What follows belongs to an exercise in optimizing a design on an open flow for small area and a short achievable clock period; a production flow would make more cautious choices. At most, simulation tests tie the RTL to the original design; equivalence was not proved. For run 2, only the layout was checked, not whether the RTL still works.

## flow/design.v (module list and top-level ports; edited modules follow where they fit)
// module IDP_encoder_42: 1481 lines
module IDP_encoder_42(
  input wire [28:0] datain,
  input wire clock,
  output wire [41:0] codeout
);
  // ...
==> flow/flow/run.sh <==
#!/bin/bash
set -euo pipefail
W=$(pwd)
rm -rf "$W/scripts_mod"
cp -r "$FLOW_HOME/scripts" "$W/scripts_mod"
cp "$W/flow/abc_area.script" "$W/scripts_mod/abc_area.script"
EXTRA=()
if [[ -f "$W/flow/make_args" ]]; then mapfile -t EXTRA < "$W/flow/make_args"; fi
bash "$W/standard.sh" SCRIPTS_DIR="$W/scripts_mod" "${EXTRA[@]}" finish > "$W/orfs_make.log" 2>&1 || { tail -50 "$W/orfs_make.log"; exit 1; }
tail -5 "$W/orfs_make.log"
==> flow/flow/abc_area.script <==
strash
dc2
dch -f
map -D 12000
strash
dc2
dch -f
map -D 12000
strash
dch -f
map -D 12000
topo
buffer -c
upsize -c -D 12000
dnsize -c -D 12000
==> flow/flow/make_args <==
BUFFER_PORTS_ARGS=-buffer_cell sky130_fd_sc_hd__buf_1
==> flow/standard.sh <==
#!/bin/bash
# synth_recipe.tcl (not shown) runs the flow's synth.tcl, then flattens the netlist and writes it again
# the make line also repeats each setting of config.mk as NAME=value (left out here)
make -C /OpenROAD-flow-scripts/flow DESIGN_CONFIG=/design/flow/config.mk WORK_HOME=/design/flow/orfs CLKGATE_MAP_FILE= SYNTH_SCRIPT=/design/flow/synth_recipe.tcl "${@:-finish}"
==> flow/config.mk <==
export PLATFORM = sky130hd
export DESIGN_NAME = IDP_encoder_42
export DESIGN_NICKNAME = IDP_encoder_42
export VERILOG_FILES = /design/flow/design.v
export SDC_FILE = /design/flow/constraint.sdc
export NUM_CORES = 4
export LEC_CHECK = 0
export ABC_AREA = 1
export CAP_MARGIN = 20
export CORE_MARGIN = 2
export CORE_UTILIZATION = 45
export CTS_BUF_LIST = sky130_fd_sc_hd__clkbuf_8
export CTS_CLUSTER_DIAMETER = 150
export CTS_CLUSTER_SIZE = 40
export PLACE_DENSITY = 0.75
export SLEW_MARGIN = 20
==> flow/constraint.sdc <==
create_clock -name core_clock -period 70.0 [get_ports {clock}]
set_input_delay 14.0000 -clock core_clock [delete_from_list [all_inputs] [get_ports {clock}]]
set_output_delay 14.0000 -clock core_clock [all_outputs]
set_load 0.01 [all_outputs]
==> notes.md, run 1 <==
top cells by count, synth nand2_1, nor2_1, inv_1; Pins Over Slew Limit 0; Post-DP Area around 10000 um^2; number of buffers created by CTS 5; GR Util met2 48.48%; run status complete, no violations; total grt overflow 0; routed wl met3 1771 um; mux share of post-synthesis cell area 0%; Largest area class, layout multi-input combinational cells; CP Capture Point cut_v[15]$_DFF_P_; Final Cycle Share 42.17%; Util after Layout between 40% and 50%; combinational family with the most area after synthesis simple AND/OR/NAND/NOR gates; via count 12291; met3 Use GR 1.557%; Seq Cell Count 35; count leader, synth nand2_1; Yosys reg bits 35; crit-path max FO 16; xor-xnor portion of the synthesized cell area between 10 and 15%; post-route non-filler standard cell count approximately 2200; gpl congestion between 1 and 1.5; WP data arrival 29.75 ns; port bufs a little over 70; Hold Path Depth 5; crit path kind primary input to flip-flop; Filler Cells Inserted roughly 2300; Seq area share between 6 and 7%; final setup margin between 40 and 50 ns
==> inputs of run 2 (changes only) <==
--- a/flow/design.v
+++ b/flow/design.v
@@ -1432,50 +1432,49 @@
   wire w7__s1421 = w7__r1416;
   wire w7__v1422 = w10__v1378 ^ (w7__s1419);
   wire w7__v1423 = w10__v1379 ^ ((w7__s1419 & w7__a21_b1390) | w7__s1420 | w7__s1421);
   wire w7__v1424 = w10__v1380 ^ ((w7__s1419 & ~w7__a21_b1391) | (w7__s1420 & w7__a34_b1396) | (w7__s1421 & w7__a42_b1401));
   wire w7__v1425 = w10__v1381 ^ (w7__s1418 | (w7__s1419 & w7__a21_b1392) | (w7__s1420 & w7__a34_b1397) | (w7__s1421 & ~w7__a42_b1402));
   wire w7__c1426 = w7__r1413 | w7__r1414 | w7__r1416;
   wire w7__c1427 = w7__r1414 | w7__r1415 | w7__r1416;
   wire w7__c1428 = w7__r1415 | w7__r1416 | w7__r1417;
-  wire w4__a2_b1429 = ~w7__v1423;
-  wire w4__a2_b1430 = (~w7__v1424 & w4__a2_b1429);
-  wire w4__a2_b1431 = (~w7__v1425 & w4__a2_b1430);
-  wire w4__a5_b1432 = ~w7__v1422;
-  wire w4__a5_b1433 = (~w7__v1423 & w4__a5_b1432);
-  wire w4__a5_b1434 = (~w7__v1424 | w4__a5_b1433);
-  wire w4__a5_b1435 = (~w7__v1425 & w4__a5_b1434);
-  wire w4__a8_b1436 = ~w7__v1425;
-  wire w4__a10_b1437 = ~w7__v1423;
-  wire w4__a10_b1438 = (~w7__v1424 & w4__a10_b1437);
-  wire w4__a10_b1439 = (~w7__v1425 | w4__a10_b1438);
-  wire w4__t3_b1440 = ~w7__v1422;
-  wire w4__t3_b1441 = (~w7__v1423 | w4__t3_b1440);
-  wire w4__t3_b1442 = (~w7__v1424 & w4__t3_b1441);
-  wire w4__t3_b1443 = (~w7__v1425 & w4__t3_b1442);
-  wire w4__r1444 = w4__t3_b1443;
-  wire w4__r1445 = ~w4__t3_b1443 & w4__a5_b1435;
-  wire w4__r1446 = ~w7__c1426 & ~w4__a5_b1435 & w4__a8_b1436;
-  wire w4__r1447 = ~w4__a8_b1436 & w4__a10_b1439;
-  wire w4__r1448 = ~w4__a10_b1439;
-  wire w4__r1449 = w7__c1426 & ~w4__a5_b1435 & w4__a8_b1436;
-  wire w4__s1450 = w4__r1445;
-  wire w4__s1451 = w4__r1446 | w4__r1449;
-  wire w4__s1452 = w4__r1447;
-  wire w4__s1453 = w4__r1448;
-  wire w4__v1454 = w7__v1422 ^ (w4__s1451);
-  wire w4__v1455 = w7__v1423 ^ (w4__s1450 | (w4__s1451 & w4__a5_b1432) | w4__s1453);
-  wire w4__c1456 = w4__r1445 | w4__r1446 | w4__r1448;
-  wire w4__c1457 = w4__r1446 | w4__r1447 | w4__r1448;
-  wire w4__c1458 = w4__r1447 | w4__r1448 | w4__r1449;
-  wire w1__a1_b1459 = ~w4__v1454;
-  wire w1__a1_b1460 = (~w4__v1455 & w1__a1_b1459);
-  wire w1__t2_b1461 = ~w4__v1455;
-  wire w1__r1462 = ~w4__c1456 & w1__t2_b1461;
-  wire w1__r1463 = ~w4__c1456 & ~w1__t2_b1461;
-  wire w1__r1464 = w4__c1456 & w1__a1_b1460;
-  wire w1__r1465 = w4__c1456 & ~w1__a1_b1460;
-  wire w1__s1466 = w1__r1463 | w1__r1465;
-  wire w1__v1467 = w4__v1454 ^ (w1__s1466);
-  wire w1__c1468 = w1__r1463 | w1__r1465;
-  assign codeout = {cut_c[15], cut_c[14], cut_c[13], cut_c[12], cut_c[11], cut_c[10], cut_c[9], cut_c[8], cut_c[7], cut_c[6], cut_c[5], cut_c[4], cut_c[3], cut_c[2], cut_c[1], cut_c[0], w25__c983, w25__c982, w25__c981, w22__c1089, w22__c1088, w22__c1087, w19__c1185, w19__c1184, w19__c1183, w16__c1268, w16__c1267, w16__c1266, w13__c1333, w13__c1332, w13__c1331, w10__c1386, w10__c1385, w10__c1384, w7__c1428, w7__c1427, w7__c1426, w4__c1458, w4__c1457, w4__c1456, w1__c1468, w1__v1467};
+  wire w4__a3_b1429 = ~w7__v1422;
+  wire w4__a3_b1430 = (~w7__v1423 | w4__a3_b1429);
+  wire w4__a3_b1431 = (~w7__v1424 & w4__a3_b1430);
+  wire w4__a3_b1432 = (~w7__v1425 & w4__a3_b1431);
+  wire w4__a5_b1433 = ~w7__v1422;
+  wire w4__a5_b1434 = (~w7__v1423 & w4__a5_b1433);
+  wire w4__a5_b1435 = (~w7__v1424 | w4__a5_b1434);
+  wire w4__a5_b1436 = (~w7__v1425 & w4__a5_b1435);
+  wire w4__a8_b1437 = ~w7__v1425;
+  wire w4__r1438 = w4__a5_b1436;
+  wire w4__r1439 = ~w7__c1426 & ~w4__a5_b1436 & w4__a8_b1437;
+  wire w4__r1440 = ~w4__a8_b1437;
+  wire w4__r1441 = w7__c1426 & ~w4__a5_b1436 & w4__a8_b1437;
+  wire w4__s1442 = w4__r1439;
+  wire w4__s1443 = w4__r1441;
+  wire w4__s1444 = w4__r1440;
+  wire w4__v1445 = w7__v1422 ^ (w4__s1442 | w4__s1443);
+  wire w4__v1446 = w7__v1423 ^ ((w4__s1442 & ~w4__a3_b1429) | (w4__s1443 & w4__a5_b1433));
+  wire w4__v1447 = w7__v1424 ^ ((w4__s1442 & w4__a3_b1430) | (w4__s1443 & ~w4__a5_b1434));
+  wire w4__c1448 = w4__r1439 | w4__r1440;
+  wire w4__c1449 = w4__r1440 | w4__r1441;
+  wire w2__a1_b1450 = ~w4__v1445;
+  wire w2__a1_b1451 = (~w4__v1446 & w2__a1_b1450);
+  wire w2__a1_b1452 = (~w4__v1447 & w2__a1_b1451);
+  wire w2__a2_b1453 = ~w4__v1446;
+  wire w2__a2_b1454 = (~w4__v1447 & w2__a2_b1453);
+  wire w2__a3_b1455 = ~w4__v1445;
+  wire w2__a3_b1456 = (~w4__v1446 | w2__a3_b1455);
+  wire w2__a3_b1457 = (~w4__v1447 & w2__a3_b1456);
+  wire w2__r1458 = w2__a2_b1454;
+  wire w2__r1459 = ~w4__c1448 & ~w2__a2_b1454 & w2__a3_b1457;
+  wire w2__r1460 = ~w2__a3_b1457;
+  wire w2__r1461 = w4__c1448 & ~w2__a2_b1454 & w2__a3_b1457;
+  wire w2__s1462 = w2__r1459;
+  wire w2__s1463 = w2__r1461;
+  wire w2__s1464 = w2__r1460;
+  wire w2__v1465 = w4__v1445 ^ (w2__s1462 | w2__s1464);
+  wire w2__c1466 = w2__r1459 | w2__r1460;
+  wire w2__c1467 = w2__r1460 | w2__r1461;
+  assign codeout = {cut_c[15], cut_c[14], cut_c[13], cut_c[12], cut_c[11], cut_c[10], cut_c[9], cut_c[8], cut_c[7], cut_c[6], cut_c[5], cut_c[4], cut_c[3], cut_c[2], cut_c[1], cut_c[0], w25__c983, w25__c982, w25__c981, w22__c1089, w22__c1088, w22__c1087, w19__c1185, w19__c1184, w19__c1183, w16__c1268, w16__c1267, w16__c1266, w13__c1333, w13__c1332, w13__c1331, w10__c1386, w10__c1385, w10__c1384, w7__c1428, w7__c1427, w7__c1426, w4__c1449, w4__c1448, w2__c1467, w2__c1466, w2__v1465};
 endmodule
==> flow/flow/abc_area.script (replaced) <==
strash
dc2
dch -f
map -D 12000
strash
dch -f
map -D 12000
topo
buffer -c
upsize -c -D 12000
dnsize -c -D 12000
==> notes.md, run 2 <==
1st-iter DRT viols 1400 (was 1220); CTS tree yes (unchanged); Die Ht 152.9 um (was 151.5 um); Final Cycle Share 42.43% (was 42.17%); die width 152.9 um (was 151.5 um); CTS HTree Levels 2 (unchanged); fin nets 1934 (was 1920); antenna fix cells 0 (unchanged); Util after Layout 47.92% (was 48.56%); Post-Synthesis Cells 1854 (was 1837); run status complete, no violations (unchanged); top flop regs cut_v x19, cut_c x16 (unchanged); WP data arrival 29.93 ns (was 29.75 ns); crit-path max FO 12 (was 16); worst endpoint required time 70.23 ns (about the same); Max Root-Sink Buffers 2 (unchanged); Post-Synth Simple-Gate Area 36.01% (was 37.09%); gpl congestion 1.053 (was 1.026); max reg flops 19 (unchanged); most area-consuming cells after synthesis xor2_1, nand2_1, inv_1 (was nand2_1, xor2_1, nor2_1); most common cell after layout, fill and taps aside nand2_1 (unchanged); Filler Cells Inserted 2337 (was 2254); cell mode on critical path nand2_1; Root Buffer clkbuf_8 (unchanged); Site Rows 54 (was 53); port bufs 71 (unchanged); post-synthesis sequential area ratio 7.022% (was 7.159%); total I/O pin count 72 (unchanged); Synth top area share 13.69% (was 13.42%); RSZ-0062 raised after global routing false (unchanged); total grt overflow 0 (unchanged); count leader, synth nand2_1 (unchanged); CP peak stage delay 0.70 ns (was 0.75 ns); via count 12405 (was 12291); total track usage 24.76% (was 26.61%); Synthesized Nets 1895 (was 1879); post_cts resized 0 (unchanged); initial core utilization 45.72% (was 46.26%); synth unique cells 58 (was 55); vias in the first global route 11145 (was 11223); crit path kind primary input to flip-flop (unchanged); dpl hpwl 24920 um (was 25490 um); combinational family with the most area after synthesis simple AND/OR/NAND/NOR gates (unchanged); Yosys reg bits 35 (unchanged); number of buffers created by CTS 5 (unchanged); FFs w/ async S/R, synth 0% (unchanged); Reg clk slew, reported paths 0.09 ns (was 0.08 ns); EDFF count, synth 0 (unchanged); Routed Antenna Nets 0 (unchanged); drt wl/cell 13.96 um (was 14.32 um); Slew HR 43.02% (was 38.51%); CP max stage cell nor2_1 (unchanged); mux share of post-synthesis cell area 0% (unchanged); Hold Crit Class primary input to flip-flop (unchanged); main flop type after synthesis dfxtp_1 (unchanged); leading area contributor after synthesis xor2_1 (was nand2_1); max cap viols 0 (unchanged); yosys warns 1 (unchanged); core footprint 21820 um^2 (was 21150 um^2); setup_tns 0 ns (unchanged); drt drc 0 (unchanged); layout cells sized above 1 3.590% (was 2.980%); Die ar. 23380 um^2 (was 22940 um^2); largest net degree at the start of global routing 14 (was 17); Fin. Hold Viols 0 (unchanged); post-synthesis compound-gate area fraction 25.17% (was 25.12%); Detailed Route WL 30350 um (was 30840 um); Tightest Pin Transition 0.8515 ns (was 0.9223 ns); Fmax 33.67 MHz (was 33.88 MHz); DR pass1 iterations 6 (unchanged); hold-fix buffers at CTS 0 (unchanged); initial antenna violation count 0 (unchanged); Netlist Area Pre-Place 9978 um^2 (was 9787 um^2); xor-xnor portion of the synthesized cell area 14.72% (was 14.32%); commonest non-fill, non-tap cells in the layout nand2_1, inv_1, nor2_1 (was nand2_1, nor2_1, inv_1); top cells by count, synth nand2_1, inv_1, nor2_1 (was nand2_1, nor2_1, inv_1); Avg Inst Size Synth 5.382 um^2 (was 5.328 um^2); Post-Synth Adder-Cell Area 1.379% (was 1.534%); P&R area growth vs syn 4.802% (was 4.961%); Vias/cell 5.706 (about the same); Pins Over Slew Limit 0 (unchanged); Setup Buffers After CTS 0 (unchanged); Setup Viol. Count Final 0 (unchanged); Top reg by flops cut_v (unchanged); CP startpoint kind primary input (unchanged); CTS sink count 35 (unchanged); first-pass GRT wire length 50620 um (was 50820 um); post-route minimum period 29.70 ns (was 29.52 ns); Crit. End Element flip-flop (unchanged)
run 2: cell types whose count changed in the layout (fill, tap and decap cells not counted), moves of 6 or more:
cell | previous run | this run
a21oi_1 | 127 | 87
a22oi_1 | 19 | 37
nor2_1 | 338 | 325
xor2_1 | 149 | 156
nor2_2 | 13 | 19
nand4_1 | 15 | 21
inv_1 | 306 | 331
o21ai_0 | 81 | 91
nand2_1 | 350 | 337
a221oi_1 | 14 | 8
run 2: through the flow:
stage	hold WS, ns	instance area (um^2)	std cells	worst slack, ns
final	14.23	10460	2174	40.30
after global routing	14.27	10460	2174	38.37
after CTS	14.20	10460	2174	40.87
after detailed placement	14.39	10340	2166	40.63
after global placement	14.39	10340	2166	40.51
after floorplan	14.30	9978	1854	43.81
run 2: cells by family after synthesis:
| family | after synthesis |
|---|---|
| adders and majority gates | 11 |
| and+or+nand+nor | 863 |
| DFF | 35 |
| xor gates and xnor gates | 166 |
| AOI/OAI and AO/OA | 391 |
| buffers and inverters | 388 |
run 2: worst max-delay path, delay by kind of cell:
| family | cells | cell delay [ns] |
|---|---|---|
| xor gates and xnor gates | 5 | 1.22 |
| and+or+nand+nor | 73 | 10.63 |
| buffers and inverters | 17 | 1.83 |
| adders and majority gates | 1 | 0.26 |
| AOI/OAI and AO/OA | 13 | 1.98 |
run 2: metal layers:
metal | global-route usage (%) | up-vias | wire length, um
met5 | 0 | - | 0
met4 | 6.261 | 0 | 616
met3 | 3.629 | 61 | 2474
met2 | 42.84 | 598 | 14050
met1 | 32.32 | 5584 | 13210
li1 | - | 6162 | -
run 2: layout make-up:
| cell class | count | area, um^2 | share of cell area (%) |
|---|---|---|---|
| clock buffers | 6 | 82.58 | 0.7897 |
| clock inverters | 2 | 35.03 | 0.3350 |
| inverters | 349 | 1311 | 12.54 |
| multi-input cells | 1431 | 7711 | 73.74 |
| flip-flops and latches | 35 | 700.7 | 6.700 |
| well taps | 280 | 350.3 | 3.350 |
| repair buffers | 71 | 266.5 | 2.548 |
run 2: worst paths after layout:
check                   from                end  slack [ns]  cells after the start
hold / removal    datain[28]  cut_c[13]$_DFF_P_       14.23                      5
setup / recovery   datain[2]  cut_v[10]$_DFF_P_       40.30                    109

separate check: timing with driven ports:
The flow's constraints put no driver on any port. The routed layouts listed below were extracted and timed again, unchanged, in two steps.
Step 1: set_driving_cell puts a clkbuf_16 on clock and a buf_2 on each other input, an assumption about the parent block.
Step 2 also shifts input and output timing later by t, the mid clock arrival at the registers, as if the neighbouring blocks saw the same clock.
Slacks: ideal / step 1 / step 2; pairs: ideal / step 1.
run | t (ns) | setup slack, ns | worst register clock-pin slew, ns | worst slew at a driven data input, ns | cell pins on the clock port's net
run 1 | 0.333 | 40.484 / 40.456 / 40.162 | 0.08 / 0.08 | 0.03 | 1
run 2 | 0.346 | 40.298 / 40.310 / 39.965 | 0.09 / 0.09 | 0.04 | 1
After both steps every run listed still meets setup and hold. The setup slack of run 2, which loses most, moves by +0.012 ns with the drivers and by -0.333 ns with both steps.
